Background: an optimization exercise with open tools, aiming at small area and few clock cycles. Do not read the settings as production practice.
Function was checked by simulation only, so behaviour that the tests miss may differ from the original.

## flow/flow/run.sh

```bash
#!/bin/bash
# Layout flow: the standard flow (standard.sh), except that synthesis's
# final ABC technology mapping uses an area-oriented script
# (flow/abc_area_map.script) through flow/synth_area.tcl. Registers are
# mapped before ABC runs, so they are the standard synthesis's.
set -euo pipefail
here=$(pwd)
sed "s#SYNTH_SCRIPT=[^ ]*#SYNTH_SCRIPT=$here/flow/synth_area.tcl#" standard.sh > standard_area.sh
grep -q "SYNTH_SCRIPT=$here/flow/synth_area.tcl" standard_area.sh
bash standard_area.sh synth > synth.log 2>&1
bash standard.sh > layout.log 2>&1
```

## flow/flow/abc_area_map.script

```
strash
dch
map -a
topo
stime -c
```

## flow/flow/alu_ripple.v

```verilog
// Ripple-carry $alu for the layout flow: each bit's sum and carry are the
// xor and majority of its two operand bits and the incoming carry, which the
// adder step then maps to one full-adder cell per bit. (ORFS's default builds
// a Kogge-Stone carry tree, which the 200 ns clock does not need.)
(* techmap_celltype = "$alu" *)
module _80_alu_ripple (A, B, CI, BI, X, Y, CO);
	parameter A_SIGNED = 0;
	parameter B_SIGNED = 0;
	parameter A_WIDTH = 1;
	parameter B_WIDTH = 1;
	parameter Y_WIDTH = 1;

	(* force_downto *)
	input [A_WIDTH-1:0] A;
	(* force_downto *)
	input [B_WIDTH-1:0] B;
	(* force_downto *)
	output [Y_WIDTH-1:0] X, Y;

	input CI, BI;
	(* force_downto *)
	output [Y_WIDTH-1:0] CO;

	(* force_downto *)
	wire [Y_WIDTH-1:0] A_buf, B_buf;
	\$pos #(.A_SIGNED(A_SIGNED), .A_WIDTH(A_WIDTH), .Y_WIDTH(Y_WIDTH)) A_conv (.A(A), .Y(A_buf));
	\$pos #(.A_SIGNED(B_SIGNED), .A_WIDTH(B_WIDTH), .Y_WIDTH(Y_WIDTH)) B_conv (.A(B), .Y(B_buf));

	(* force_downto *)
	wire [Y_WIDTH-1:0] AA = A_buf;
	(* force_downto *)
	wire [Y_WIDTH-1:0] BB = BI ? ~B_buf : B_buf;

	(* force_downto *)
	wire [Y_WIDTH:0] C;
	assign C[0] = CI;
	genvar i;
	generate
		for (i = 0; i < Y_WIDTH; i = i + 1) begin : bitn
			assign Y[i] = AA[i] ^ BB[i] ^ C[i];
			assign C[i+1] = (AA[i] & BB[i]) | (AA[i] & C[i]) | (BB[i] & C[i]);
		end
	endgenerate

	assign CO = C[Y_WIDTH:1];
	assign X = AA ^ BB;
endmodule
```

## flow/flow/synth_area.tcl

```tcl
# The standard flow's synthesis script (synth_recipe.tcl) with two changes to how the
# logic is mapped (registers are mapped before either step and stay as the
# standard synthesis makes them):
#  - $alu cells become ripple-carry adders (flow/alu_ripple.v) instead of
#    ORFS's Kogge-Stone carry trees;
#  - the final ABC mapping uses an area-oriented script
#    (flow/abc_area_map.script) instead of ORFS's delay-oriented one.
set ::flow_dir [file normalize [file dirname [info script]]]
proc synth {args} {
  set out {}
  foreach a $args {
    if {[string match "*lcu_kogge_stone.v" $a]} { set a [file join $::flow_dir alu_ripple.v] }
    lappend out $a
  }
  yosys synth -nofsm -noshare {*}$out
}
proc abc {args} {
  set i [lsearch -exact $args -script]
  if {$i >= 0} { lset args [expr {$i + 1}] [file join $::flow_dir abc_area_map.script] }
  yosys abc {*}$args
}
source $::env(SCRIPTS_DIR)/synth.tcl
# left out here: clear keep_hierarchy, flatten, clean up, hide names made inside functions, write 1_2_yosys.v
```

## flow/standard.sh

```bash
#!/bin/bash
# synth_recipe.tcl (not shown) runs the flow's synth.tcl, then flattens the netlist and writes it again
# the make line also repeats each setting of config.mk as NAME=value (left out here)
make -C /OpenROAD-flow-scripts/flow DESIGN_CONFIG=/design/flow/config.mk WORK_HOME=/design/flow/orfs CLKGATE_MAP_FILE= SYNTH_SCRIPT=/design/flow/synth_recipe.tcl "${@:-finish}"
```

## flow/config.mk

```make
export PLATFORM = sky130hd
export DESIGN_NAME = DatapathSingleCycle
export DESIGN_NICKNAME = DatapathSingleCycle
export VERILOG_FILES = /design/flow/design.v
export SDC_FILE = /design/flow/constraint.sdc
export NUM_CORES = 4
export LEC_CHECK = 0
export ABC_AREA = 1
export CAP_MARGIN = 20
export CORE_MARGIN = 2
export CORE_UTILIZATION = 40
export PLACE_DENSITY = 0.55
export SLEW_MARGIN = 20
```

## flow/constraint.sdc

```tcl
create_clock -name core_clock -period 200.0 [get_ports {clk}]
set_input_delay 40.0000 -clock core_clock [delete_from_list [all_inputs] [get_ports {clk}]]
set_output_delay 40.0000 -clock core_clock [all_outputs]
set_load 0.01 [all_outputs]
```

## flow/design.v

```verilog
`timescale 1ns / 1ns
module rca #(parameter int W = 32) (
    input  wire [W-1:0] a,
    input  wire [W-1:0] b,
    input  wire         cin,
    output wire [W-1:0] sum,
    output wire         cout
);
  assign {cout, sum} = {1'b0, a} + {1'b0, b} + {{W{1'b0}}, cin};
endmodule
module rinc #(parameter int W = 32) (
    input  wire [W-1:0] a,
    input  wire         cin,
    output wire [W-1:0] sum
);
  assign sum = a + {{(W-1){1'b0}}, cin};
endmodule
module cneg #(parameter int W = 32) (
    input  wire [W-1:0] a,
    input  wire         neg,
    output wire [W-1:0] y
);
  rinc #(W) inc (.a(a ^ {W{neg}}), .cin(neg), .sum(y));
endmodule
`timescale 1ns / 1ns
module div_stage (
    input  wire [31:0] rem,
    input  wire        nbit,
    input  wire [31:0] dx,
    input  wire        dcin,
    output wire [31:0] rem_o,
    output wire        q
);
  wire [32:0] t = {rem, nbit};
  wire [32:0] diff;
  rca #(33) sub (.a(t), .b({1'b1, dx}), .cin(dcin), .sum(diff), .cout(q));
  assign rem_o = q ? diff[31:0] : t[31:0];
endmodule
module mul_row (
    input  wire [32:0] acc,
    input  wire [32:0] a,
    input  wire        bj,
    input  wire        negj,
    output wire [32:0] acc_o,
    output wire        obit
);
  wire [32:0] pp = (a ^ {33{negj}}) & {33{bj}};
  wire [33:0] s;
  wire co;
  rca #(34) add (.a({acc[32], acc}), .b({pp[32], pp}), .cin(bj & negj), .sum(s), .cout(co));
  assign obit = s[0];
  assign acc_o = s[33:1];
endmodule
module mdu_step (
    input  wire [32:0] ma,        
    input  wire [7:0]  mb,        
    input  wire        mneg7,     
    input  wire [32:0] acc_i,
    output wire [32:0] acc_o,
    output wire [7:0]  obyte,
    input  wire [31:0] dn,        
    input  wire [1:0]  cyc,       
    input  wire [31:0] dx,        
    input  wire        dcin,
    input  wire [31:0] rem_i,
    output wire [31:0] rem_o,
    output wire [7:0]  qbyte
);
  wire [32:0] acc [9];
  assign acc[0] = acc_i;
  genvar j;
  for (j = 0; j < 8; j = j + 1) begin : mrow
    mul_row r (.acc(acc[j]), .a(ma), .bj(mb[j]), .negj(j == 7 ? mneg7 : 1'b0),
               .acc_o(acc[j+1]), .obit(obyte[j]));
  end
  assign acc_o = acc[8];
  logic [7:0] nbyte;
  always_comb begin
    case (cyc)
      2'd0: nbyte = dn[31:24];
      2'd1: nbyte = dn[23:16];
      2'd2: nbyte = dn[15:8];
      default: nbyte = dn[7:0];
    endcase
  end
  wire [31:0] rem [9];
  assign rem[0] = rem_i;
  for (j = 0; j < 8; j = j + 1) begin : dstage
    div_stage s (.rem(rem[j]), .nbit(nbyte[7-j]), .dx(dx), .dcin(dcin), .rem_o(rem[j+1]), .q(qbyte[7-j]));
  end
  assign rem_o = rem[8];
endmodule
`timescale 1ns / 1ns
module RegFile (
    input logic [4:0] rd,
    input logic [31:0] rd_data,
    input logic [4:0] rs1,
    output logic [31:0] rs1_data,
    input logic [4:0] rs2,
    output logic [31:0] rs2_data,
    input logic clk,
    input logic we,
    input logic rst
);
  logic [32*32-1:32] regs;
  logic [31:1] valid;
  always_ff @(posedge clk) begin
    for (int i = 1; i < 32; i++) begin
      if (we && rd == 5'(i)) regs[i*32+:32] <= rd_data;
    end
  end
  always_ff @(posedge clk) begin
    if (rst) begin
      valid <= '0;
    end else begin
      for (int i = 1; i < 32; i++) begin
        if (we && rd == 5'(i)) valid[i] <= 1'b1;
      end
    end
  end
  always_comb begin
    rs1_data = 32'd0;
    rs2_data = 32'd0;
    for (int i = 1; i < 32; i++) begin
      rs1_data = rs1_data | (regs[i*32+:32] & {32{valid[i] && rs1 == 5'(i)}});
      rs2_data = rs2_data | (regs[i*32+:32] & {32{valid[i] && rs2 == 5'(i)}});
    end
  end
endmodule
module DatapathSingleCycle (
    input wire clk,
    input wire rst,
    output logic halt,
    output logic [31:0] pc_to_imem,
    input wire [31:0] insn_from_imem,
    output logic [31:0] addr_to_dmem,
    input logic [31:0] load_data_from_dmem,
    output logic [31:0] store_data_to_dmem,
    output logic [3:0] store_we_to_dmem
);
  wire [31:0] insn = insn_from_imem;
  wire [4:0] opc = insn[6:2];
  wire [2:0] f3 = insn[14:12];
  wire [4:0] insn_rd = insn[11:7];
  wire [4:0] insn_rs1 = insn[19:15];
  wire [4:0] insn_rs2 = insn[24:20];
  wire is_load = opc == 5'b00000;
  wire is_store = opc == 5'b01000;
  wire is_branch = opc == 5'b11000;
  wire is_jalr = opc == 5'b11001;
  wire is_jal = opc == 5'b11011;
  wire is_opimm = opc == 5'b00100;
  wire is_op = opc == 5'b01100;
  wire is_system = opc == 5'b11100;
  wire is_auipc = opc == 5'b00101;
  wire is_lui = opc == 5'b01101;
  wire is_m = is_op & insn[25];
  wire [31:0] imm_i = {{20{insn[31]}}, insn[31:20]};
  wire [31:0] imm_s = {{20{insn[31]}}, insn[31:25], insn[11:7]};
  wire [31:0] imm_b = {{19{insn[31]}}, insn[31], insn[7], insn[30:25], insn[11:8], 1'b0};
  wire [31:0] imm_j = {{11{insn[31]}}, insn[31], insn[19:12], insn[20], insn[30:21], 1'b0};
  wire [31:0] imm_u = {insn[31:12], 12'd0};
  logic [31:0] rs1_data, rs2_data, rd_data;
  logic we;
  logic [4:0] wr_rd;
  RegFile rf (
      .clk(clk), .rst(rst), .we(we), .rd(wr_rd), .rd_data(rd_data),
      .rs1(insn_rs1), .rs2(insn_rs2), .rs1_data(rs1_data), .rs2_data(rs2_data));
  logic [31:2] pc;
  assign pc_to_imem = {pc, 2'b00};
  wire [31:2] pc_plus4;
  rinc #(30) pcinc (.a(pc), .cin(1'b1), .sum(pc_plus4));
  wire use_rs2 = is_op | is_branch;
  wire [31:0] opb = use_rs2 ? rs2_data : (is_store ? imm_s : imm_i);
  wire do_sub = is_branch | ((is_op | is_opimm) & (f3 == 3'b010 || f3 == 3'b011))
              | (is_op & f3 == 3'b000 & insn[30]);
  wire [31:0] sum;
  wire carry;
  rca #(32) alu_add (.a(rs1_data), .b(opb ^ {32{do_sub}}), .cin(do_sub), .sum(sum), .cout(carry));
  wire lt_u = ~carry;
  wire lt_s = (rs1_data[31] ^ opb[31]) ? rs1_data[31] : sum[31];
  wire eq = sum == 32'd0;
  wire cond = f3[2] ? (f3[1] ? lt_u : lt_s) : eq;
  wire taken = is_branch & (cond ^ f3[0]);
  wire [31:0] pc_imm = is_branch ? imm_b : (is_jal ? imm_j : imm_u);
  wire [31:2] pc_sum;
  wire pc_co;
  rca #(30) pcadd (.a(pc), .b(pc_imm[31:2]), .cin(1'b0), .sum(pc_sum), .cout(pc_co));
  wire [4:0] shamt = is_op ? rs2_data[4:0] : insn[24:20];
  wire sh_left = ~f3[2];
  logic [31:0] rs1_rev, sh_res_rev;
  always_comb for (int i = 0; i < 32; i++) rs1_rev[i] = rs1_data[31-i];
  wire [31:0] sh_in = sh_left ? rs1_rev : rs1_data;
  wire sh_fill = insn[30] & rs1_data[31] & ~sh_left;
  wire [32:0] sh_wide = $signed({sh_fill, sh_in}) >>> shamt;
  wire [31:0] sh_out = sh_wide[31:0];
  always_comb for (int i = 0; i < 32; i++) sh_res_rev[i] = sh_out[31-i];
  wire [31:0] sh_res = sh_left ? sh_res_rev : sh_out;
  logic [31:0] alu_res;
  always_comb begin
    case (f3)
      3'b000: alu_res = sum;
      3'b001: alu_res = sh_res;
      3'b010: alu_res = {31'd0, lt_s};
      3'b011: alu_res = {31'd0, lt_u};
      3'b100: alu_res = rs1_data ^ opb;
      3'b101: alu_res = sh_res;
      3'b110: alu_res = rs1_data | opb;
      default: alu_res = rs1_data & opb;
    endcase
  end
  wire [1:0] off = sum[1:0];
  wire [31:0] ld = load_data_from_dmem;
  wire [7:0] lbyte = off[1] ? (off[0] ? ld[31:24] : ld[23:16]) : (off[0] ? ld[15:8] : ld[7:0]);
  wire [7:0] lhi = off[1] ? ld[31:24] : ld[15:8];
  logic [31:0] load_res;
  always_comb begin
    case (f3[1:0])
      2'b00: load_res = {{24{~f3[2] & lbyte[7]}}, lbyte};
      2'b01: load_res = {{16{~f3[2] & lhi[7]}}, lhi, lbyte};
      default: load_res = ld;
    endcase
  end
  assign addr_to_dmem = {sum[31:2], 2'b00};
  always_comb begin
    case (f3[1:0])
      2'b00: store_data_to_dmem = {4{rs2_data[7:0]}};
      2'b01: store_data_to_dmem = {2{rs2_data[15:0]}};
      default: store_data_to_dmem = rs2_data;
    endcase
  end
  always_comb begin
    store_we_to_dmem = 4'b0000;
    if (is_store && !stall) begin
      case (f3[1:0])
        2'b00: store_we_to_dmem = 4'b0001 << off;
        2'b01: store_we_to_dmem = off[1] ? 4'b1100 : 4'b0011;
        default: store_we_to_dmem = 4'b1111;
      endcase
    end
  end
  logic m_pend;           
  logic m_done;           
  logic [1:0] m_step;
  logic [31:0] m_a, m_b;  
  logic [2:0] m_f3;
  logic [4:0] m_rd;
  logic [32:0] m_hi;      
  logic [31:0] m_lo;      
  wire m_is_div = m_f3[2];
  wire a_signed = m_f3[0] ^ m_f3[1];   
  wire b_signed = m_f3[1:0] == 2'b01;   
  wire [32:0] ma = {a_signed & m_a[31], m_a};
  logic [7:0] mbyte;
  always_comb begin
    case (m_step)
      2'd0: mbyte = m_b[7:0];
      2'd1: mbyte = m_b[15:8];
      2'd2: mbyte = m_b[23:16];
      default: mbyte = m_b[31:24];
    endcase
  end
  wire mneg7 = (m_step == 2'd3) & b_signed;
  wire d_signed = ~m_f3[0];   
  wire a_neg = d_signed & m_a[31];
  wire b_neg = d_signed & m_b[31];
  wire [31:0] dn;
  cneg #(32) negn (.a(m_a), .neg(a_neg), .y(dn));
  wire [31:0] dx = m_b ^ {32{~b_neg}};
  wire m_first = m_step == 2'd0;
  wire [32:0] acc_o;
  wire [31:0] rem_o;
  wire [7:0] obyte, qbyte;
  mdu_step mstep (
      .ma(ma), .mb(mbyte), .mneg7(mneg7), .acc_i(m_first ? 33'd0 : m_hi),
      .acc_o(acc_o), .obyte(obyte),
      .dn(dn), .cyc(m_step), .dx(dx), .dcin(~b_neg), .rem_i(m_first ? 32'd0 : m_hi[31:0]),
      .rem_o(rem_o), .qbyte(qbyte));
  wire b_zero = m_b == 32'd0;
  wire d_neg = m_f3[1] ? a_neg : ((a_neg ^ b_neg) & ~b_zero);
  wire [31:0] quot = {m_lo[7:0], m_lo[15:8], m_lo[23:16], m_lo[31:24]};
  wire [31:0] d_mag = m_f3[1] ? m_hi[31:0] : quot;
  wire [31:0] div_res;
  cneg #(32) negr (.a(d_mag), .neg(d_neg), .y(div_res));
  wire [31:0] mul_res = (m_f3[1:0] == 2'b00) ? m_lo : m_hi[31:0];
  wire [31:0] m_res = m_is_div ? div_res : mul_res;
  wire uses_rs1 = is_load | is_store | is_branch | is_jalr | is_opimm | is_op;
  wire uses_rs2 = is_store | is_branch | is_op;
  logic we_main;
  wire m_rd_nz = m_rd != 5'd0;
  wire stall = m_pend & (is_m
      | (m_rd_nz & ((uses_rs1 & insn_rs1 == m_rd) | (uses_rs2 & insn_rs2 == m_rd)
                    | (we_main & insn_rd == m_rd))));
  wire m_issue = is_m & ~stall;
  wire main_write = we_main & ~stall;
  wire m_write = m_pend & m_done & ~main_write;
  always_ff @(posedge clk) begin
    if (rst) begin
      m_pend <= 1'b0;
    end else if (m_issue) begin
      m_pend <= 1'b1;
    end else if (m_write) begin
      m_pend <= 1'b0;
    end
    if (m_issue) begin
      m_a <= rs1_data;
      m_b <= rs2_data;
      m_f3 <= f3;
      m_rd <= insn_rd;
      m_step <= 2'd0;
      m_done <= 1'b0;
    end else if (!m_done) begin
      m_step <= m_step + 2'd1;
      m_done <= m_step == 2'd3;
      m_hi <= m_is_div ? {1'b0, rem_o} : acc_o;
      m_lo <= {m_is_div ? qbyte : obyte, m_lo[31:8]};
    end
  end
  logic [31:0] main_data;
  always_comb begin
    we_main = 1'b0;
    main_data = alu_res;
    if (is_load) begin
      we_main = 1'b1;
      main_data = load_res;
    end else if (is_opimm) begin
      we_main = 1'b1;
      main_data = alu_res;
    end else if (is_op) begin
      we_main = ~is_m;
      main_data = alu_res;
    end else if (is_lui) begin
      we_main = 1'b1;
      main_data = imm_u;
    end else if (is_auipc) begin
      we_main = 1'b1;
      main_data = {pc_sum, 2'b00};
    end else if (is_jal | is_jalr) begin
      we_main = 1'b1;
      main_data = {pc_plus4, 2'b00};
    end
  end
  assign we = main_write | m_write;
  assign rd_data = m_write ? m_res : main_data;
  assign wr_rd = m_write ? m_rd : insn_rd;
  assign halt = is_system;
  always_ff @(posedge clk) begin
    if (rst) pc <= 30'd0;
    else if (!stall) begin
      if (is_jalr) pc <= sum[31:2];
      else if (is_jal | taken) pc <= pc_sum;
      else pc <= pc_plus4;
    end
  end
endmodule
```

==> results of run 1 <==
[metrics by stage]
stage                     setup WS (ns)  utilization  cells
after floorplan                   71.33            -   7181
after global placement            69.60       0.4448  10150
after detailed placement          69.04       0.4452  10150
after CTS                         68.80       0.4684  10400
after global routing              64.55       0.4697  10410
final                             69.48       0.4699  10420
[layout make-up]
cell class	instances	area, µm²
multi-input cells	5244	38330
repair buffers	500	4257
diodes	15	37.54
inverters	731	2744
well taps	2495	3122
fillers	17680	99350
flip-flops and latches	1194	35200
clock buffers	171	3597
clock inverters	72	757.0
[sequential cells by signal, summed over array words and instances (netlist names)]
name / flops
rf.valid: 31
m_lo: 32
m_a: 32
m_f3: 3
m_done: 1
m_pend: 1
m_b: 32
m_step: 2
rf.regs: 992
pc: 30
m_rd: 5
m_hi: 33
[per-layer routing]
| layer | track usage | vias up | routed length (µm) | share of wire |
|---|---|---|---|---|
| met5 | 0.008933 | - | 169 | 0.00045 |
| met4 | 0.3402 | 16 | 40840 | 0.11 |
| met3 | 0.1331 | 1509 | 49210 | 0.13 |
| met2 | 0.5686 | 5290 | 159600 | 0.42 |
| met1 | 0.4508 | 33630 | 126100 | 0.34 |
| li1 | - | 27640 | - | - |
[cells in the final DEF (no fill, tap or decap), types with 138 or more instances in the layout]
cell and n:
nand2_1 1281, edfxtp_1 1129, clkinv_1 758, nor2_1 633, fa_1 562, o21ai_0 519
a22oi_1 441, buf_4 325, a21oi_1 316, a221oi_1 192, o22ai_1 178, ha_1 166
clkdlybuf4s50_1 158, nand3_1 151, clkbuf_16 138
[path summary, 6_finish.rpt]
kind	start	cells after the start	end	slack, ns
setup / recovery	m_f3[0]	336	m_hi[31]	69.48
setup reg to reg	m_f3[0]	336	m_hi[31]	69.48
hold reg to reg	m_lo[8]	0	m_lo[0]	0.48
hold / removal	m_lo[8]	0	m_lo[0]	0.48
[worst register-to-register path: cells and delay by family (launching register included)]
family          cells  cell delay (ns)
compound gates     13             1.59
xor+xnor            6             1.17
fa+ha+maj         276           119.06
buf+inv            20             5.00
flops               1             0.43
simple gates       21             3.06
[logic make-up after synthesis]
group                    share of synthesized area
AO/OA/AOI/OAI                               0.1737
multiplexers                              0.002656
flip-flops                                  0.4671
AND/OR/NAND/NOR                             0.1254
adder cells (fa/ha/maj)                     0.1772
XOR/XNOR                                   0.01627
buffers and inverters                      0.03760
other                                   0.00004976
==> impl_metrics.json, run 1 <==
{
  "design_area_um2": 88050,
  "required_ns": 200.52,
  "path_delay_family": "adder cells",
  "critPathCaptureType": "flop",
  "synth_area_leaders": "edfxtp_1 45%, fa_1 15%, nand2_1 6.4%",
  "cap_violations": 0,
  "max_freq_mhz": 7.662,
  "startpoint_type": "flop",
  "synth_edf_count": 1129,
  "antenna_found_initial": 24,
  "die_area_um2": 191900,
  "netlist_instances": 7178,
  "grt_util_all_layers": 0.3876,
  "dpl.hpwl_um": 252200,
  "seq_area_frac_synth": 0.4671,
  "cts_resized": 0,
  "critPathMaxFanout": 34,
  "timing.final.crit_period_ns": 130.52,
  "synth_ff_type": "edfxtp_1",
  "setup_viol": 0,
  "syn2layout_area_growth_pct": 16.84,
  "h-tree-depth": 4,
  "die_h_um": 438.1,
  "pin_count": 167,
  "finalHoldViolCount": 0,
  "final_nets": 8604,
  "cts_inserted_buffers": 137,
  "post-route-drc-count": 0,
  "synth_top_area_cell": "edfxtp_1",
  "whs_ns": 0.4780,
  "synth_seq_cells": 1194,
  "critPathSlowestCell": "clkinv_1",
  "io_buffers": 160,
  "synth_area_per_cell_um2": 10.50,
  "fin_crit_sh": 0.6526,
  "num_rows": 159,
  "synth_most_common_cell": "nand2_1",
  "worst_slew_pin_slew_ns": 1.419,
  "timing.slew.headroom": 0.04399,
  "die_x_um": 438.1,
  "clockBufferDepth": 3,
  "routed-via-count": 68080,
  "vias_per_cell": 6.533,
  "layout-drive-gt1-share": 0.09403,
  "grt_pass1_vias": 64290,
  "cpMostUsedCell": "fa_1",
  "wl_um": 375900,
  "drv_slew": 0,
  "gp_congestion": 1.028,
  "hp-class": "flop to flop",
  "cts_hold_buf": 0,
  "synth.top_cell.area_share": 0.4499,
  "grt-ovfl-total": 0,
  "postRouteAntennaNets": 0,
  "status": "finished clean",
  "syn_area_um2": 75360,
  "rsz0062_at_grt": "no",
  "fin_worst_skew_ns": 0.06511,
  "place_area_um2": 83430,
  "coreArea_um2": 187400,
  "grt_start_max_net_pins": 81,
  "fin_setup_tns_ns": 0,
  "dr.pass1.iters": 12,
  "synthTopCellsByCount": "1,283 x nand2_1, 1,129 x edfxtp_1, 731 x clkinv_1",
  "start_util": 0.4021,
  "yosys_warnings": 3,
  "cts_tree": "built",
  "max_stage_delay_ns": 0.88,
  "clock_latency_ns": 0.81,
  "root_buffer": "clkbuf_16",
  "crit_type": "flop to flop",
  "clk_pin_slew_ns": 0.06,
  "drtIter0Drc": 10890,
  "wl_per_cell_um": 36.07,
  "grt_pass1_wl_um": 513200,
  "cts_sinks": 1194,
  "async_flop_share": 0,
  "arrival_ns": 131.04,
  "ys_types": 41,
  "timing.critical_path.buf_inv": 20,
  "postCtsSetupBuffers": 0
}
Testbench counts, summed over its fixed seeds: cycles 47,264.
==> inputs of run 2 (changes only) <==
--- a/flow/design.v
+++ b/flow/design.v
@@ -92,4 +92,24 @@
 endmodule
 `timescale 1ns / 1ns
+module rf_aoi222 (
+    input logic a0, b0, a1, b1, a2, b2,
+    output logic y
+);
+  assign y = ~((a0 & b0) | (a1 & b1) | (a2 & b2));
+endmodule
+module rf_read_bit (
+    input logic [31:1] d,
+    input logic [31:1] s,
+    output logic y
+);
+  logic [10:0] g;
+  genvar k;
+  for (k = 0; k < 10; k++) begin : grp
+    rf_aoi222 u (.a0(d[3*k+1]), .b0(s[3*k+1]), .a1(d[3*k+2]), .b1(s[3*k+2]),
+                 .a2(d[3*k+3]), .b2(s[3*k+3]), .y(g[k]));
+  end
+  assign g[10] = ~(d[31] & s[31]);
+  assign y = ~&g;
+endmodule
 module RegFile (
     input logic [4:0] rd,
@@ -119,11 +139,19 @@
     end
   end
+  logic [31:1] sel1, sel2;
   always_comb begin
-    rs1_data = 32'd0;
-    rs2_data = 32'd0;
     for (int i = 1; i < 32; i++) begin
-      rs1_data = rs1_data | (regs[i*32+:32] & {32{valid[i] && rs1 == 5'(i)}});
-      rs2_data = rs2_data | (regs[i*32+:32] & {32{valid[i] && rs2 == 5'(i)}});
+      sel1[i] = valid[i] && rs1 == 5'(i);
+      sel2[i] = valid[i] && rs2 == 5'(i);
+    end
+  end
+  genvar b;
+  for (b = 0; b < 32; b++) begin : rdbit
+    logic [31:1] col;
+    for (genvar i = 1; i < 32; i++) begin : c
+      assign col[i] = regs[i*32+b];
     end
+    rf_read_bit p1 (.d(col), .s(sel1), .y(rs1_data[b]));
+    rf_read_bit p2 (.d(col), .s(sel2), .y(rs2_data[b]));
   end
 endmodule
==> flow/flow/run.sh (replaced) <==
#!/bin/bash
# Layout flow: the standard flow (standard.sh), with synthesis run through
# flow/synth_area.tcl instead of synth_recipe.tcl. That script is
# synth_recipe.tcl with ripple-carry adders (flow/alu_ripple.v), the register
# file's read-port gate groups kept whole through mapping, and an
# area-oriented ABC script (flow/abc_area_map.script). Registers are mapped
# before any of this and stay as the standard synthesis makes them.
# Logs: synth.log (synthesis), layout.log (the rest of the flow).
set -euo pipefail
here=$(pwd)
sed "s#SYNTH_SCRIPT=[^ ]*#SYNTH_SCRIPT=$here/flow/synth_area.tcl#" standard.sh > standard_area.sh
grep -q "SYNTH_SCRIPT=$here/flow/synth_area.tcl" standard_area.sh
bash standard_area.sh synth > synth.log 2>&1
bash standard.sh > layout.log 2>&1
==> flow/flow/abc_area_map.script (replaced) <==
strash
dch
amap
strash
dch
amap
topo
stime -c
--- a/flow/flow/synth_area.tcl
+++ b/flow/flow/synth_area.tcl
@@ -4,8 +4,13 @@
 #  - $alu cells become ripple-carry adders (flow/alu_ripple.v) instead of
 #    ORFS's Kogge-Stone carry trees;
+#  - the register file's read-port AND-OR-invert groups (module rf_aoi222)
+#    are kept as modules through mapping, so that each maps to one
+#    a222oi cell, and flattened afterwards like the rest;
 #  - the final ABC mapping uses an area-oriented script
-#    (flow/abc_area_map.script) instead of ORFS's delay-oriented one.
+#    (flow/abc_area_map.script, ABC's amap) instead of ORFS's delay-oriented
+#    one.
 set ::flow_dir [file normalize [file dirname [info script]]]
 proc synth {args} {
+  yosys setattr -mod -set keep_hierarchy 1 rf_aoi222
   set out {}
   foreach a $args {
==> impl_metrics.json, run 2 <==
{
  "fin_crit_sh": 0.6187,
  "io_buffers": 160,
  "synth_most_common_cell": "edfxtp_1",
  "grt_start_max_net_pins": 72,
  "final_common_cell": "edfxtp_1",
  "dpl.hpwl_um": 236600,
  "yosys.area_share.simple": 0.07928,
  "max_stage_delay_ns": 0.51,
  "status": "finished clean",
  "pin_count": 167,
  "arrival_ns": 124.31,
  "met2_usage": 0.5587,
  "antenna_found_initial": 39,
  "cts_hold_buf": 0,
  "clk_pin_slew_ns": 0.06,
  "synthTopCellsByCount": "1,129 x edfxtp_1, 642 x a222oi_1, 617 x nor2_1",
  "max_freq_mhz": 8.081,
  "root_buffer": "clkbuf_16",
  "num_rows": 155,
  "placed_cells": 8582,
  "synth_seq_cells": 1194,
  "synth.top_cell.area_share": 0.4727,
  "routed-via-count": 62110,
  "syn2layout_area_growth_pct": 17.40,
  "top_usage_layer": "met2",
  "die_h_um": 427.5,
  "drv_slew": 0,
  "cts_tree": "built",
  "layout-drive-gt1-share": 0.1092,
  "grt_pass1_vias": 59680,
  "use_met3": 0.09442,
  "utilization": 0.4725,
  "design_area_um2": 84210,
  "critPathCaptureType": "flop",
  "rsz0062_at_grt": "no",
  "cts_sinks": 1194,
  "synthAdderAreaFrac": 0.1864,
  "place_area_um2": 79970,
  "fin_setup_tns_ns": 0,
  "synth_ff_type": "edfxtp_1",
  "synth_edf_count": 1129,
  "ys_types": 50,
  "setup_viol": 0,
  "postRouteAntennaNets": 0,
  "mostFrequentLayoutCells": "1,129 x edfxtp_1, 642 x a222oi_1, 578 x nor2_1, 563 x fa_1, 560 x clkinv_1",
  "clockBufferDepth": 3,
  "postCtsSetupBuffers": 0,
  "grt_util_all_layers": 0.3707,
  "critPathMaxFanout": 35,
  "synth_xor_area_frac": 0.0001221,
  "die_area_um2": 182700,
  "cts_resized": 0,
  "clock_latency_ns": 0.81,
  "grt-ovfl-total": 0,
  "crit_type": "flop to flop",
  "cts_inserted_buffers": 135,
  "reg_top3": "rf.regs (992), m_hi (33)",
  "required_ns": 200.56,
  "fin_worst_skew_ns": 0.04502,
  "h-tree-depth": 4,
  "hp-class": "flop to flop",
  "async_flop_share": 0,
  "synth_top_family_by_area": "compound AO/OA/AOI/OAI gates",
  "die_x_um": 427.5,
  "grtUsageMet1": 0.4246,
  "fillCellCount": 16160,
  "coreArea_um2": 178200,
  "dr.pass1.iters": 11,
  "timing.critical_path.buf_inv": 21,
  "finalHoldViolCount": 0,
  "seq_area_frac_synth": 0.4908,
  "gp_congestion": 1.063,
  "vias_per_cell": 7.033,
  "syn_area_um2": 71730,
  "layoutNonFillerInstCount": 8831,
  "worst_slew_pin_slew_ns": 1.405,
  "drtIter0Drc": 11470,
  "timing.final.crit_period_ns": 123.75,
  "grt_pass1_wl_um": 468900,
  "synth_area_per_cell_um2": 12.56,
  "top_register": "rf.regs",
  "timing.slew.headroom": 0.05587,
  "synth-compound-area-share": 0.2140,
  "critPathSlowestCell": "edfxtp_1",
  "path_delay_family": "adder cells",
  "synth_top_area_cell": "edfxtp_1",
  "largest_register_ffs": 992,
  "cap_violations": 0,
  "post-route-drc-count": 0,
  "netlist_instances": 5713,
  "startpoint_type": "flop",
  "synth_area_leaders": "edfxtp_1 47%, fa_1 16%, a222oi_1 9.0%",
  "synthMuxAreaShare": 0,
  "final_nets": 7163,
  "yosys_warnings": 3,
  "cpMostUsedCell": "fa_1",
  "wl_per_cell_um": 38.87,
  "wl_um": 343300,
  "start_util": 0.4025
}
run 2: cell count changes after synthesis, sizes merged, moves of 72 or more:
cell / change
nand3: -145
xor2: -131
o22ai: +224
clkinv: -195
o21ai: -324
a21oi: -163
nand2: -1056
a222oi: +642
a22oi: -352
a221oi: -154
nand4: +72
run 2: worst paths after layout:
| check | depth (start not counted) | start | end | slack, ns |
|---|---|---|---|---|
| max | 336 | m_a[31] | m_hi[21] | 76.25 |
| min reg2reg | 2 | rf.valid[30] | rf.valid[30] | 0.48 |
| max reg2reg | 336 | m_a[31] | m_hi[21] | 76.25 |
| min | 2 | rf.valid[30] | rf.valid[30] | 0.48 |
run 2: per-layer routing:
layer	wire length, µm	vias to the layer above
li1	-	25140
met1	112800	31290
met2	151300	4555
met3	38600	1100
met4	40160	28
met5	309	-
run 2: cells by family (layout without fill, tap and decap cells):
family / Yosys count / count (layout)
AOI/OAI and AO/OA: 1964 / 1964
buffers and inverters: 548 / 1290
DFF: 1194 / 1194
and+or+nand+nor: 1274 / 1274
xor gates and xnor gates: 1 / 1
other: 1 / 22
adders and majority gates: 731 / 731
run 2: worst reg2reg max path, delay by kind of cell (launching register included):
family,cells,cell delay (ns)
AO/OA/AOI/OAI,23,3.43
flip-flops,1,0.51
AND/OR/NAND/NOR,15,1.72
adder cells (fa/ha/maj),277,114.09
buffers and inverters,21,3.83
run 2: through the flow:
stage                     worst slack (ns)  hold slack (ns)
after detailed placement             75.95           0.4653
after floorplan                      78.33           0.4485
after global placement               76.49           0.4578
after global routing                 71.41           0.4888
after CTS                            75.66           0.4783
final                                76.25           0.4754
run 2: final cells by class:
type                    count  area, µm²  area share
diodes                     18      45.04   0.0005349
clock buffers             164       3561     0.04229
clock inverters            65      578.1    0.006865
inverters                 536       2012     0.02389
multi-input cells        3974      35520      0.4219
flip-flops and latches   1194      35200      0.4181
well taps                2355       2947     0.03499
repair buffers            525       4335     0.05149
run 2: modules after synthesis, one instance, submodules excluded:
| module | flip-flops and latches | cells | copies in the design | area [µm²] |
|---|---|---|---|---|
| DatapathSingleCycle | 1194 | 5073 | 1 | 65320 |
| rf_aoi222 | 0 | 1 | 640 | 10.01 |
Testbench counts of run 2, summed over its fixed seeds: cycles 47,264.
==> inputs of run 3 (changes only) <==
--- a/flow/config.mk
+++ b/flow/config.mk
@@ -9,5 +9,7 @@
 export CAP_MARGIN = 20
 export CORE_MARGIN = 2
-export CORE_UTILIZATION = 40
-export PLACE_DENSITY = 0.55
+export CORE_UTILIZATION = 55
+export CTS_CLUSTER_DIAMETER = 100
+export CTS_CLUSTER_SIZE = 30
+export PLACE_DENSITY = 0.65
 export SLEW_MARGIN = 20
==> impl_metrics.json, run 3 <==
{
  "status": "finished clean",
  "reg2reg_depth": 326,
  "routed-via-count": 63320,
  "h-tree-depth": 2,
  "postCtsSetupBuffers": 0,
  "crit_type": "flop to flop",
  "seq_area_frac_synth": 0.4908,
  "required_ns": 200.42,
  "min_path_cells": 2,
  "num_rows": 132,
  "grt-ovfl-total": 0,
  "reg_top3": "rf.regs (992), m_hi (33)",
  "final_common_cell": "edfxtp_1",
  "setup_viol": 0,
  "critPathMaxFanout": 59,
  "fin_setup_tns_ns": 0,
  "finalHoldViolCount": 0,
  "syn_area_um2": 71730,
  "cts_sinks": 1194,
  "max_stage_delay_ns": 0.86,
  "top_layer": "met5",
  "fillCellCount": 10400,
  "post-route-drc-count": 0,
  "finalWorstSetupSlack_ns": 75.56,
  "synth.top_cell.area_share": 0.4727,
  "vias_per_cell": 7.858,
  "synthTopCellsByCount": "1,129 x edfxtp_1, 642 x a222oi_1, 617 x nor2_1",
  "synth_area_per_cell_um2": 12.56,
  "max_freq_mhz": 8.036,
  "utilization": 0.6243,
  "coreArea_um2": 129500,
  "place_ws_ns": 75.56,
  "critPathCaptureType": "flop",
  "gp_congestion": 1.059,
  "worst_slew_pin_slew_ns": 1.318,
  "synth_seq_cells": 1194,
  "clk_pin_slew_ns": 0.12,
  "die_area_um2": 133300,
  "cts_hold_buf": 0,
  "die_h_um": 365.1,
  "syn2layout_area_growth_pct": 12.70,
  "clockBufferDepth": 3,
  "dpl.hpwl_um": 227100,
  "multi_input_area_um2": 35500,
  "wl_met2_um": 123200,
  "path_delay_family": "adder cells",
  "path_depth": 326,
  "cts_resized": 0,
  "drtIter0Drc": 16310,
  "netlist_instances": 5713,
  "timing.critical_path.buf_inv": 20,
  "ys_types": 50,
  "startpoint_type": "flop",
  "timing.final.crit_period_ns": 124.44,
  "design_area_um2": 80840,
  "fin_crit_sh": 0.6222,
  "synth_top_area_cell": "edfxtp_1",
  "critPathSlowestCell": "nor3_1",
  "async_flop_share": 0,
  "yosys_warnings": 3,
  "pin_count": 167,
  "postRouteAntennaNets": 0,
  "wl_per_cell_um": 40.06,
  "grt_util_all_layers": 0.4750,
  "wl_met3_um": 66250,
  "hp-class": "flop to flop",
  "top_register": "rf.regs",
  "grt_pass1_vias": 57930,
  "arrival_ns": 124.86,
  "synth_edf_count": 1129,
  "grt_start_max_net_pins": 70,
  "die_x_um": 365.1,
  "antenna_found_initial": 33,
  "clock_latency_ns": 0.74,
  "start_util": 0.5539,
  "rsz0062_at_grt": "no",
  "synth_most_common_cell": "edfxtp_1",
  "wl_um": 322800,
  "io_buffers": 160,
  "cpMostUsedCell": "fa_1",
  "cts_tree": "built",
  "final_nets": 7078,
  "fin_worst_skew_ns": 0.06502,
  "dr.pass1.iters": 22,
  "cts_inserted_buffers": 51,
  "layout-drive-gt1-share": 0.09416,
  "seq_area_um2": 35200,
  "mostFrequentLayoutCells": "1,129 x edfxtp_1, 642 x a222oi_1, 578 x nor2_1, 563 x fa_1, 535 x clkinv_1",
  "drv_slew": 0,
  "timing.slew.headroom": 0.1118,
  "drt-met1-wl_um": 115800,
  "largest_register_ffs": 992,
  "synth_area_leaders": "edfxtp_1 47%, fa_1 16%, a222oi_1 9.0%",
  "grt_pass1_wl_um": 439800,
  "synth_ff_type": "edfxtp_1",
  "root_buffer": "clkbuf_16",
  "cap_violations": 0,
  "place_area_um2": 79200
}
## run 3: layer usage
metal / track usage / vias up
met2: 0.6167 / 6018
met3: 0.2644 / 980
met4: 0.2027 / 36
li1: - / 24860
met1: 0.6474 / 31430
met5: 0.006173 / -
## run 3: through the flow
stage	std cells	hold slack [ns]
3_5_place_dp	7970	0.4688
2_1_floorplan	5716	0.4485
4_1_cts	8040	0.4939
3_3_place_gp	7970	0.4580
5_1_grt	8040	0.5101
6_report	8058	0.4909
## run 3: cell type report
| type | count | share of cell area |
|---|---|---|
| clock buffer | 55 | 0.01610 |
| sequential | 1194 | 0.4355 |
| timing repair buffer | 524 | 0.05343 |
| tap | 1742 | 0.02696 |
| multi-input combinational | 3974 | 0.4392 |
| inverter | 536 | 0.02489 |
| clock inverter | 15 | 0.003405 |
| antenna | 18 | 0.0005572 |
## run 3: final timing paths
check | start | end | slack, ns
min | rf.valid[15] | rf.valid[15] | 0.49
max | m_a[31] | m_hi[0] | 75.56
max reg2reg | m_a[31] | m_hi[0] | 75.56
min reg2reg | rf.valid[15] | rf.valid[15] | 0.49
## run 3: worst register-to-register path, delay by kind of cell, from the launching register on
| family | cells | cell delay, ns |
|---|---|---|
| compound gates | 20 | 3.16 |
| fa+ha+maj | 275 | 113.64 |
| buf+inv | 20 | 4.54 |
| flops | 1 | 0.45 |
| simple gates | 11 | 2.38 |
## run 3: modules after synthesis, one instance, submodules excluded
module | copies in the design | cells inside
DatapathSingleCycle | 1 | 5073
rf_aoi222 | 640 | 1
## run 3: cell families (layout without fill, tap and decap cells)
kind of cell / after synthesis / in the layout / share of synthesized area
adder cells (fa/ha/maj): 731 / 731 / 0.1864
AND/OR/NAND/NOR: 1274 / 1274 / 0.07928
buffers and inverters: 548 / 1130 / 0.02931
other: 1 / 22 / 0.00005228
AO/OA/AOI/OAI: 1964 / 1964 / 0.2140
XOR/XNOR: 1 / 1 / 0.0001221
flip-flops: 1194 / 1194 / 0.4908
==> inputs of run 4 (changes only) <==
--- a/flow/design.v
+++ b/flow/design.v
@@ -305,22 +305,27 @@
       .dn(dn), .cyc(m_step), .dx(dx), .dcin(~b_neg), .rem_i(m_first ? 32'd0 : m_hi[31:0]),
       .rem_o(rem_o), .qbyte(qbyte));
+  wire [32:0] hi_n = m_is_div ? {1'b0, rem_o} : acc_o;
+  wire [31:0] lo_n = {m_is_div ? qbyte : obyte, m_lo[31:8]};
+  wire [32:0] r_hi = m_done ? m_hi : hi_n;
+  wire [31:0] r_lo = m_done ? m_lo : lo_n;
   wire b_zero = m_b == 32'd0;
   wire d_neg = m_f3[1] ? a_neg : ((a_neg ^ b_neg) & ~b_zero);
-  wire [31:0] quot = {m_lo[7:0], m_lo[15:8], m_lo[23:16], m_lo[31:24]};
-  wire [31:0] d_mag = m_f3[1] ? m_hi[31:0] : quot;
+  wire [31:0] quot = {r_lo[7:0], r_lo[15:8], r_lo[23:16], r_lo[31:24]};
+  wire [31:0] d_mag = m_f3[1] ? r_hi[31:0] : quot;
   wire [31:0] div_res;
   cneg #(32) negr (.a(d_mag), .neg(d_neg), .y(div_res));
-  wire [31:0] mul_res = (m_f3[1:0] == 2'b00) ? m_lo : m_hi[31:0];
+  wire [31:0] mul_res = (m_f3[1:0] == 2'b00) ? r_lo : r_hi[31:0];
   wire [31:0] m_res = m_is_div ? div_res : mul_res;
+  wire m_ready = m_pend & (m_done | m_step == 2'd3);
   wire uses_rs1 = is_load | is_store | is_branch | is_jalr | is_opimm | is_op;
   wire uses_rs2 = is_store | is_branch | is_op;
   logic we_main;
   wire m_rd_nz = m_rd != 5'd0;
-  wire stall = m_pend & (is_m
-      | (m_rd_nz & ((uses_rs1 & insn_rs1 == m_rd) | (uses_rs2 & insn_rs2 == m_rd)
-                    | (we_main & insn_rd == m_rd))));
+  wire m_raw = m_rd_nz & ((uses_rs1 & insn_rs1 == m_rd) | (uses_rs2 & insn_rs2 == m_rd));
+  wire m_waw = m_rd_nz & we_main & insn_rd == m_rd;
+  wire stall = m_pend & (is_m ? (~m_ready | m_raw) : (m_raw | m_waw));
   wire m_issue = is_m & ~stall;
   wire main_write = we_main & ~stall;
-  wire m_write = m_pend & m_done & ~main_write;
+  wire m_write = m_ready & ~main_write;
   always_ff @(posedge clk) begin
     if (rst) begin
@@ -341,6 +346,6 @@
       m_step <= m_step + 2'd1;
       m_done <= m_step == 2'd3;
-      m_hi <= m_is_div ? {1'b0, rem_o} : acc_o;
-      m_lo <= {m_is_div ? qbyte : obyte, m_lo[31:8]};
+      m_hi <= hi_n;
+      m_lo <= lo_n;
     end
   end
==> impl_metrics.json, run 4 <==
{
  "grt_pass1_wl_um": 463400,
  "reg2reg_from": "m_a[31]",
  "grt_start_max_net_pins": 78,
  "place_area_um2": 79990,
  "synth_seq_cells": 1194,
  "synthTopCellsByCount": "1,129 x edfxtp_1, 643 x a222oi_1, 616 x nor2_1",
  "root_buffer": "clkbuf_16",
  "critPathCaptureType": "flop",
  "drt-met1-wl_um": 108900,
  "critPathSlowestCell": "fa_1",
  "fin_crit_sh": 0.6586,
  "reg_top3": "rf.regs (992), m_hi (33)",
  "cts_inserted_buffers": 52,
  "grt-ovfl-total": 0,
  "wl_met2_um": 141000,
  "cap_violations": 0,
  "yosys_warnings": 3,
  "critPathMaxFanout": 60,
  "synth_ff_type": "edfxtp_1",
  "async_flop_share": 0,
  "top_register": "rf.regs",
  "synth_most_common_cell": "edfxtp_1",
  "max_freq_mhz": 7.592,
  "setup_viol": 0,
  "dpl.hpwl_um": 232400,
  "die_area_um2": 134500,
  "pin_count": 167,
  "wl_per_cell_um": 41.12,
  "reg2reg_depth": 367,
  "clockBufferDepth": 3,
  "fin_setup_tns_ns": 0,
  "clk_pin_slew_ns": 0.12,
  "finalHoldViolCount": 0,
  "postCtsSetupBuffers": 0,
  "cts_tree": "built",
  "post-route-drc-count": 0,
  "die_x_um": 366.7,
  "vias_per_cell": 7.851,
  "worst_slew_pin_slew_ns": 1.292,
  "dr.pass1.iters": 14,
  "num_rows": 133,
  "layout-drive-gt1-share": 0.09530,
  "syn2layout_area_growth_pct": 13.18,
  "syn_area_um2": 72360,
  "arrival_ns": 132.21,
  "final_common_cell": "edfxtp_1",
  "design_area_um2": 81900,
  "timing.slew.headroom": 0.1327,
  "grt_pass1_vias": 61010,
  "synth_area_leaders": "edfxtp_1 47%, fa_1 16%, a222oi_1 8.9%",
  "die_h_um": 366.7,
  "antenna_found_initial": 43,
  "cpMostUsedCell": "fa_1",
  "crit_path_start": "m_a[31]",
  "grt_util_all_layers": 0.4914,
  "wl_met3_um": 53050,
  "cts_hold_buf": 0,
  "routed-via-count": 64340,
  "rsz0062_at_grt": "no",
  "timing.final.crit_period_ns": 131.71,
  "wl_um": 337000,
  "top_layer": "met5",
  "clock_latency_ns": 0.75,
  "crit_type": "flop to flop",
  "synth_top_area_cell": "edfxtp_1",
  "worstHoldStart": "rf.valid[3]",
  "largest_register_ffs": 992,
  "seq_area_frac_synth": 0.4865,
  "status": "finished clean",
  "synth_area_per_cell_um2": 12.49,
  "coreArea_um2": 131000,
  "fin_worst_skew_ns": 0.05423,
  "final_nets": 7166,
  "min_path_cells": 2,
  "synth_edf_count": 1129,
  "drv_slew": 0,
  "synth.top_cell.area_share": 0.4685,
  "ys_types": 48,
  "fillCellCount": 10490,
  "postRouteAntennaNets": 0,
  "start_util": 0.5525,
  "netlist_instances": 5795,
  "mostFrequentLayoutCells": "1,129 x edfxtp_1, 643 x a222oi_1, 577 x nor2_1, 565 x fa_1, 549 x clkinv_1",
  "required_ns": 200.50,
  "cts_sinks": 1194,
  "hp-class": "flop to flop",
  "max_stage_delay_ns": 0.55,
  "drtIter0Drc": 14550,
  "io_buffers": 160,
  "cts_resized": 0,
  "gp_congestion": 1.057,
  "h-tree-depth": 2,
  "startpoint_type": "flop"
}
==> run 4: cell types whose count changed after synthesis, sizes merged, moves of 21 or more <==
cell    delta
a21oi     -30
a22o      -27
nand2     +44
nor3      -33
o21ai     +21
o221a     +28
o221ai    -25
o22a      +24
o22ai     -26
o32ai     +32
==> run 4: worst max-delay path: cells and delay by family (launching register included) <==
family / cells / cell delay (ns)
buffers and inverters: 18 / 3.33
adder cells (fa/ha/maj): 307 / 121.00
AO/OA/AOI/OAI: 27 / 4.22
flip-flops: 1 / 0.53
AND/OR/NAND/NOR: 15 / 2.25
==> run 4: per-stage QoR <==
step / setup slack [ns] / hold slack [ns] / utilization / cells
floorplan: 71.32 / 0.4485 / - / 5798
global placement: 69.92 / 0.4576 / 0.6107 / 8065
detailed placement: 68.39 / 0.4664 / 0.6108 / 8065
CTS: 68.18 / 0.4936 / 0.6240 / 8161
global route: 63.11 / 0.5104 / 0.6249 / 8171
finish: 68.29 / 0.4936 / 0.6254 / 8196
==> run 4: final cells by class <==
| class | count | area, µm² | area share |
|---|---|---|---|
| Multi-Input combinational cell | 4040 | 36220 | 0.4423 |
| Sequential cell | 1194 | 35210 | 0.4299 |
| Timing Repair Buffer | 529 | 4395 | 0.05367 |
| Tap cell | 1755 | 2196 | 0.02681 |
| Inverter | 552 | 2072 | 0.02530 |
| Clock buffer | 78 | 1399 | 0.01708 |
| Clock inverter | 18 | 332.8 | 0.004064 |
| Antenna cell | 30 | 75.07 | 0.0009166 |
==> run 4: layer usage <==
| layer | global-route usage | up-vias |
|---|---|---|
| met5 | 0.001781 | - |
| met4 | 0.3934 | 38 |
| met3 | 0.1910 | 1452 |
| met2 | 0.7007 | 5913 |
| met1 | 0.5943 | 31700 |
| li1 | - | 25240 |
==> run 4: worst paths after layout <==
| path | slack (ns) | end |
|---|---|---|
| worst max-delay path | 68.29 | rf.regs[383] |
| worst min-delay path | 0.49 | rf.valid[3] |
| worst max register to register | 68.29 | rf.regs[383] |
| worst min register to register | 0.49 | rf.valid[3] |
==> run 4: cell families after synthesis <==
logic type / Yosys count / share of synthesized area
other cells: 1 / 0.00005182
flops: 1194 / 0.4865
compound gates: 2003 / 0.2186
fa+ha+maj: 731 / 0.1850
simple gates: 1302 / 0.07994
buf+inv: 564 / 0.02988
==> run 4: per-module statistics from Yosys (local to each module, per instance) <==
module	flip-flops and latches	copies in the design	cells inside
rf_aoi222	0	640	1
DatapathSingleCycle	1194	1	5155
Testbench counts of run 4, summed over its fixed seeds: cycles 45,563.
==> inputs of run 5 (changes only) <==
--- a/flow/config.mk
+++ b/flow/config.mk
@@ -10,6 +10,6 @@
 export CORE_MARGIN = 2
 export CORE_UTILIZATION = 55
-export CTS_CLUSTER_DIAMETER = 100
-export CTS_CLUSTER_SIZE = 30
+export CTS_CLUSTER_DIAMETER = 70
+export CTS_CLUSTER_SIZE = 20
 export PLACE_DENSITY = 0.65
 export SLEW_MARGIN = 20
==> impl_metrics.json, run 5 <==
{
  "status": "finished clean",
  "cap_violations": 0,
  "finalWorstSetupSlack_ns": 68.29,
  "mostFrequentLayoutCells": "1,129 x edfxtp_1, 643 x a222oi_1, 577 x nor2_1, 565 x fa_1, 555 x clkinv_1",
  "fin_crit_sh": 0.6586,
  "finalHoldViolCount": 0,
  "startpoint_type": "flop",
  "timing.slew.headroom": 0.1151,
  "root_buffer": "clkbuf_16",
  "yosys_warnings": 3,
  "die_h_um": 366.7,
  "drv_slew": 0,
  "crit_type": "flop to flop",
  "clock_latency_ns": 0.78,
  "coreArea_um2": 131000,
  "netlist_instances": 5795,
  "h-tree-depth": 3,
  "setup_viol": 0,
  "cts_inserted_buffers": 87,
  "synth_top_area_cell": "edfxtp_1",
  "worstHoldStart": "rf.valid[3]",
  "die_area_um2": 134500,
  "ys_types": 48,
  "synth_area_per_cell_um2": 12.49,
  "synthTopCellsByCount": "1,129 x edfxtp_1, 643 x a222oi_1, 616 x nor2_1",
  "start_util": 0.5525,
  "critPathCaptureType": "flop",
  "syn2layout_area_growth_pct": 14.66,
  "top_register": "rf.regs",
  "wl_per_cell_um": 41.01,
  "grt-ovfl-total": 0,
  "rsz0062_at_grt": "no",
  "async_flop_share": 0,
  "seq_area_frac_synth": 0.4865,
  "dr.pass1.iters": 17,
  "whs_ns": 0.4839,
  "cts_hold_buf": 0,
  "grt_pass1_wl_um": 465700,
  "place_ws_ns": 68.39,
  "final_common_cell": "edfxtp_1",
  "arrival_ns": 132.23,
  "cpMostUsedCell": "fa_1",
  "reg_top3": "rf.regs (992), m_hi (33)",
  "io_buffers": 160,
  "timing.final.crit_period_ns": 131.71,
  "postCtsSetupBuffers": 0,
  "cts_sinks": 1194,
  "cts_tree": "built",
  "design_area_um2": 82970,
  "postRouteAntennaNets": 0,
  "synth_seq_cells": 1194,
  "drtIter0Drc": 14500,
  "multi_input_area_um2": 36200,
  "clockBufferDepth": 3,
  "wl_um": 337900,
  "cts_resized": 0,
  "dpl.hpwl_um": 232400,
  "crit_path_start": "m_a[31]",
  "syn_area_um2": 72360,
  "synth_area_leaders": "edfxtp_1 47%, fa_1 16%, a222oi_1 8.9%",
  "grt_util_all_layers": 0.4950,
  "post-route-drc-count": 0,
  "grt_pass1_vias": 61320,
  "fillCellCount": 10360,
  "antenna_found_initial": 40,
  "synth_edf_count": 1129,
  "synth_most_common_cell": "edfxtp_1",
  "max_stage_delay_ns": 0.56,
  "clk_pin_slew_ns": 0.08,
  "critPathSlowestCell": "fa_1",
  "grt_start_max_net_pins": 78,
  "num_rows": 133,
  "r2r_setup_slack_ns": 68.29,
  "worst_slew_pin_slew_ns": 1.318,
  "utilization": 0.6335,
  "synth_ff_type": "edfxtp_1",
  "fin_worst_skew_ns": 0.09138,
  "hp-class": "flop to flop",
  "max_freq_mhz": 7.592,
  "place_area_um2": 79990,
  "die_x_um": 366.7,
  "largest_register_ffs": 992,
  "vias_per_cell": 7.834,
  "seq_area_um2": 35210,
  "fin_setup_tns_ns": 0,
  "routed-via-count": 64540,
  "synth.top_cell.area_share": 0.4685,
  "required_ns": 200.52,
  "reg2reg_from": "m_a[31]",
  "pin_count": 167,
  "gp_congestion": 1.057,
  "layout-drive-gt1-share": 0.1027,
  "final_nets": 7199,
  "critPathMaxFanout": 60
}
==> run 5: critical path, delay by kind of cell (launching register included) <==
kind	cells	cell delay (ns)
adder cells (fa/ha/maj)	307	120.96
AND/OR/NAND/NOR	15	2.27
AO/OA/AOI/OAI	27	4.24
flip-flops	1	0.52
buffers and inverters	18	3.33
==> run 5: final timing paths <==
kind / to / cells after the start
worst max register to register: rf.regs[319] / 367
worst min-delay path: rf.valid[3] / 2
worst min register to register: rf.valid[3] / 2
worst max-delay path: rf.regs[319] / 367
==> run 5: routing by layer <==
metal,global-route usage,share of wire
met2,0.6994,0.41
met3,0.1940,0.16
met5,0.02066,0.0022
met1,0.5993,0.32
met4,0.4015,0.10
==> run 5: per-module statistics from Yosys, one instance, submodules excluded <==
module | flops+latches | copies in the design
DatapathSingleCycle | 1194 | 1
rf_aoi222 | 0 | 640
==> run 5: per-stage QoR <==
step | std cells
after floorplan | 5798
after global placement | 8065
after detailed placement | 8065
after CTS | 8201
after global routing | 8215
final | 8239
==> run 5: cell families after synthesis <==
kind of cell,after synthesis,synth area share
other,1,0.00005182
adders and majority gates,731,0.1850
DFF,1194,0.4865
buffers and inverters,564,0.02988
AOI/OAI and AO/OA,2003,0.2186
and+or+nand+nor,1302,0.07994
==> run 5: cell type report <==
cell class,instances,area share
antenna,35,0.001056
clock buffer,94,0.02680
clock inverter,42,0.007480
inverter,552,0.02497
multi-input combinational,4040,0.4363
sequential,1194,0.4243
tap,1755,0.02647
timing repair buffer,527,0.05259
==> inputs of run 6 (changes only) <==
==> flow/config.mk (replaced) <==
export PLATFORM = sky130hd
export DESIGN_NAME = DatapathSingleCycle
export DESIGN_NICKNAME = DatapathSingleCycle
export VERILOG_FILES = /design/flow/design.v
export SDC_FILE = /design/flow/constraint.sdc
export NUM_CORES = 4
export LEC_CHECK = 0
export ABC_AREA = 1
export CAP_MARGIN = 10
export CORE_MARGIN = 2
export CORE_UTILIZATION = 50
export CTS_CLUSTER_DIAMETER = 80
export CTS_CLUSTER_SIZE = 24
export PLACE_DENSITY = 0.6
export SLEW_MARGIN = 10
==> impl_metrics.json, run 6 <==
{
  "synth_top_family_by_area": "compound AO/OA/AOI/OAI gates",
  "rsz0062_at_grt": "no",
  "io_buffers": 160,
  "pin_count": 167,
  "num_rows": 139,
  "cpMostUsedCell": "fa_1",
  "final_common_cell": "edfxtp_1",
  "synth.top_cell.area_share": 0.4685,
  "reg2reg_from": "m_a[31]",
  "critPathSlowestCell": "fa_1",
  "crit_type": "flop to flop",
  "fin_crit_sh": 0.6585,
  "timing.slew.headroom": 0.1745,
  "r2r_setup_slack_ns": 68.31,
  "routed-via-count": 62950,
  "hp-class": "flop to flop",
  "coreArea_um2": 143700,
  "synth_seq_cells": 1194,
  "fin_setup_tns_ns": 0,
  "synthAdderAreaFrac": 0.1850,
  "synth_xor_area_frac": 0,
  "worst_slew_pin_slew_ns": 1.225,
  "synth_edf_count": 1129,
  "h-tree-depth": 3,
  "async_flop_share": 0,
  "die_x_um": 384.4,
  "reg_top3": "rf.regs (992), m_hi (33)",
  "root_buffer": "clkbuf_16",
  "vias_per_cell": 7.529,
  "synth_most_common_cell": "edfxtp_1",
  "synth_area_leaders": "edfxtp_1 47%, fa_1 16%, a222oi_1 8.9%",
  "cts_hold_buf": 0,
  "yosys.area_share.simple": 0.07994,
  "crit_path_start": "m_a[31]",
  "grt_start_max_net_pins": 67,
  "synth_top_area_cell": "edfxtp_1",
  "final_nets": 7200,
  "path_delay_family": "adder cells",
  "synth_area_per_cell_um2": 12.49,
  "required_ns": 200.40,
  "syn2layout_area_growth_pct": 14.21,
  "dpl.hpwl_um": 238400,
  "timing.final.crit_period_ns": 131.69,
  "critPathCaptureType": "flop",
  "largest_register_ffs": 992,
  "cts_inserted_buffers": 69,
  "whs_ns": 0.4878,
  "drv_slew": 0,
  "layout-drive-gt1-share": 0.1010,
  "critPathMaxFanout": 60,
  "drtIter0Drc": 13070,
  "ys_types": 48,
  "wl_per_cell_um": 40.40,
  "gp_congestion": 1.051,
  "seq_area_um2": 35210,
  "setup_viol": 0,
  "grt_util_all_layers": 0.4508,
  "clk_pin_slew_ns": 0.09,
  "antenna_found_initial": 27,
  "synth_ff_type": "edfxtp_1",
  "dr.pass1.iters": 29,
  "synthMuxAreaShare": 0,
  "fillCellCount": 12060,
  "finalHoldViolCount": 0,
  "grt-ovfl-total": 0,
  "cts_resized": 0,
  "cts_tree": "built",
  "seq_area_frac_synth": 0.4865,
  "grt_pass1_wl_um": 463000,
  "max_freq_mhz": 7.594,
  "synthTopCellsByCount": "1,129 x edfxtp_1, 643 x a222oi_1, 616 x nor2_1",
  "synth-compound-area-share": 0.2186,
  "timing.critical_path.buf_inv": 24,
  "fin_worst_skew_ns": 0.04141,
  "clock_latency_ns": 0.73,
  "yosys_warnings": 3,
  "multi_input_area_um2": 36200,
  "max_stage_delay_ns": 0.52,
  "post-route-drc-count": 0,
  "wl_um": 337800,
  "startpoint_type": "flop",
  "die_area_um2": 147800,
  "status": "finished clean",
  "grt_pass1_vias": 59840,
  "worstHoldStart": "rf.valid[2]",
  "clockBufferDepth": 3,
  "die_h_um": 384.4,
  "syn_area_um2": 72360,
  "mostFrequentLayoutCells": "1,129 x edfxtp_1, 643 x a222oi_1, 577 x nor2_1, 565 x fa_1, 549 x clkinv_1",
  "top_register": "rf.regs",
  "arrival_ns": 132.09,
  "cts_sinks": 1194,
  "cap_violations": 0,
  "start_util": 0.5037,
  "postCtsSetupBuffers": 0,
  "netlist_instances": 5795,
  "postRouteAntennaNets": 0
}
## run 6: routing by layer
layer,part of all wire,global-route usage,up-vias
met5,0.00048,0,-
met2,0.43,0.6733,5116
met3,0.14,0.1379,1090
met1,0.33,0.5447,31420
li1,-,-,25300
met4,0.095,0.3542,24
## run 6: logic make-up (layout without fill, tap and decap cells)
family                     after synthesis  after routing
and+or+nand+nor                       1302           1302
AOI/OAI and AO/OA                     2003           2003
other                                    1             18
DFF                                   1194           1194
adders and majority gates              731            731
buffers and inverters                  564           1210
## run 6: through the flow
stage	area, µm²	setup WS, ns	util	instances
finish	82650	68.31	0.5753	8361
global route	82620	62.99	0.5751	8349
CTS	82590	67.80	0.5749	8346
detailed placement	80360	68.20	0.5594	8234
global placement	80360	68.89	0.5594	8234
floorplan	72370	71.32	-	5798
## run 6: cell type report
type,count,area share
multi-input combinational,4040,0.4380
sequential,1194,0.4260
timing repair buffer,546,0.05480
tap,1903,0.02881
inverter,552,0.02507
clock buffer,85,0.02213
clock inverter,27,0.004844
antenna,14,0.0004239
## run 6: modules after synthesis (local to each module, per instance)
| module | flops+latches | times used |
|---|---|---|
| rf_aoi222 | 0 | 640 |
| DatapathSingleCycle | 1194 | 1 |
## run 6: worst paths after layout
| kind | end | cells after the start |
|---|---|---|
| worst max-delay path | rf.regs[318] | 370 |
| worst min-delay path | rf.valid[2] | 2 |
| worst max register to register | rf.regs[318] | 370 |
| worst min register to register | rf.valid[2] | 2 |
## run 6: worst register-to-register path: cells and delay by family (launching register included)
kind / cells / cell delay, ns
AND/OR/NAND/NOR: 13 / 1.66
AO/OA/AOI/OAI: 26 / 4.05
flip-flops: 1 / 0.48
adder cells (fa/ha/maj): 307 / 120.57
buffers and inverters: 24 / 4.62

## static timing again, ports no longer ideal
Ports are ideal in the flow. The routed layouts listed here were re-timed in OpenROAD. Step 1: set_driving_cell puts a clkbuf_16 on clk and a buf_2 on each other input, an assumption about the parent block. Step 2 also shifts input and output timing later by t, the mid clock arrival at the registers, as if the neighbouring blocks saw the same clock. Slacks: ideal / step 1 / step 2; pairs: ideal / step 1.
run | t, ns | setup WS [ns] | latest minus earliest clock arrival (ns) | slew at the worst register clock pin (ns) | worst data-port slew with drivers (ns)
run 1 | 0.866 | 69.481 / 69.481 / 69.481 | 0.067 / 0.066 | 0.07 / 0.07 | 0.28
run 2 | 0.883 | 76.252 / 76.252 / 76.252 | 0.045 / 0.045 | 0.07 / 0.07 | 0.07
run 3 | 0.794 | 75.560 / 75.560 / 75.560 | 0.065 / 0.065 | 0.12 / 0.12 | 0.10
run 4 | 0.808 | 68.285 / 68.285 / 68.285 | 0.054 / 0.054 | 0.12 / 0.12 | 0.24
run 5 | 0.827 | 68.289 / 68.289 / 68.289 | 0.092 / 0.091 | 0.09 / 0.09 | 0.23
run 6 | 0.797 | 68.310 / 68.310 / 68.310 | 0.041 / 0.041 | 0.10 / 0.10 | 0.24
After both steps every run listed still meets setup and hold.
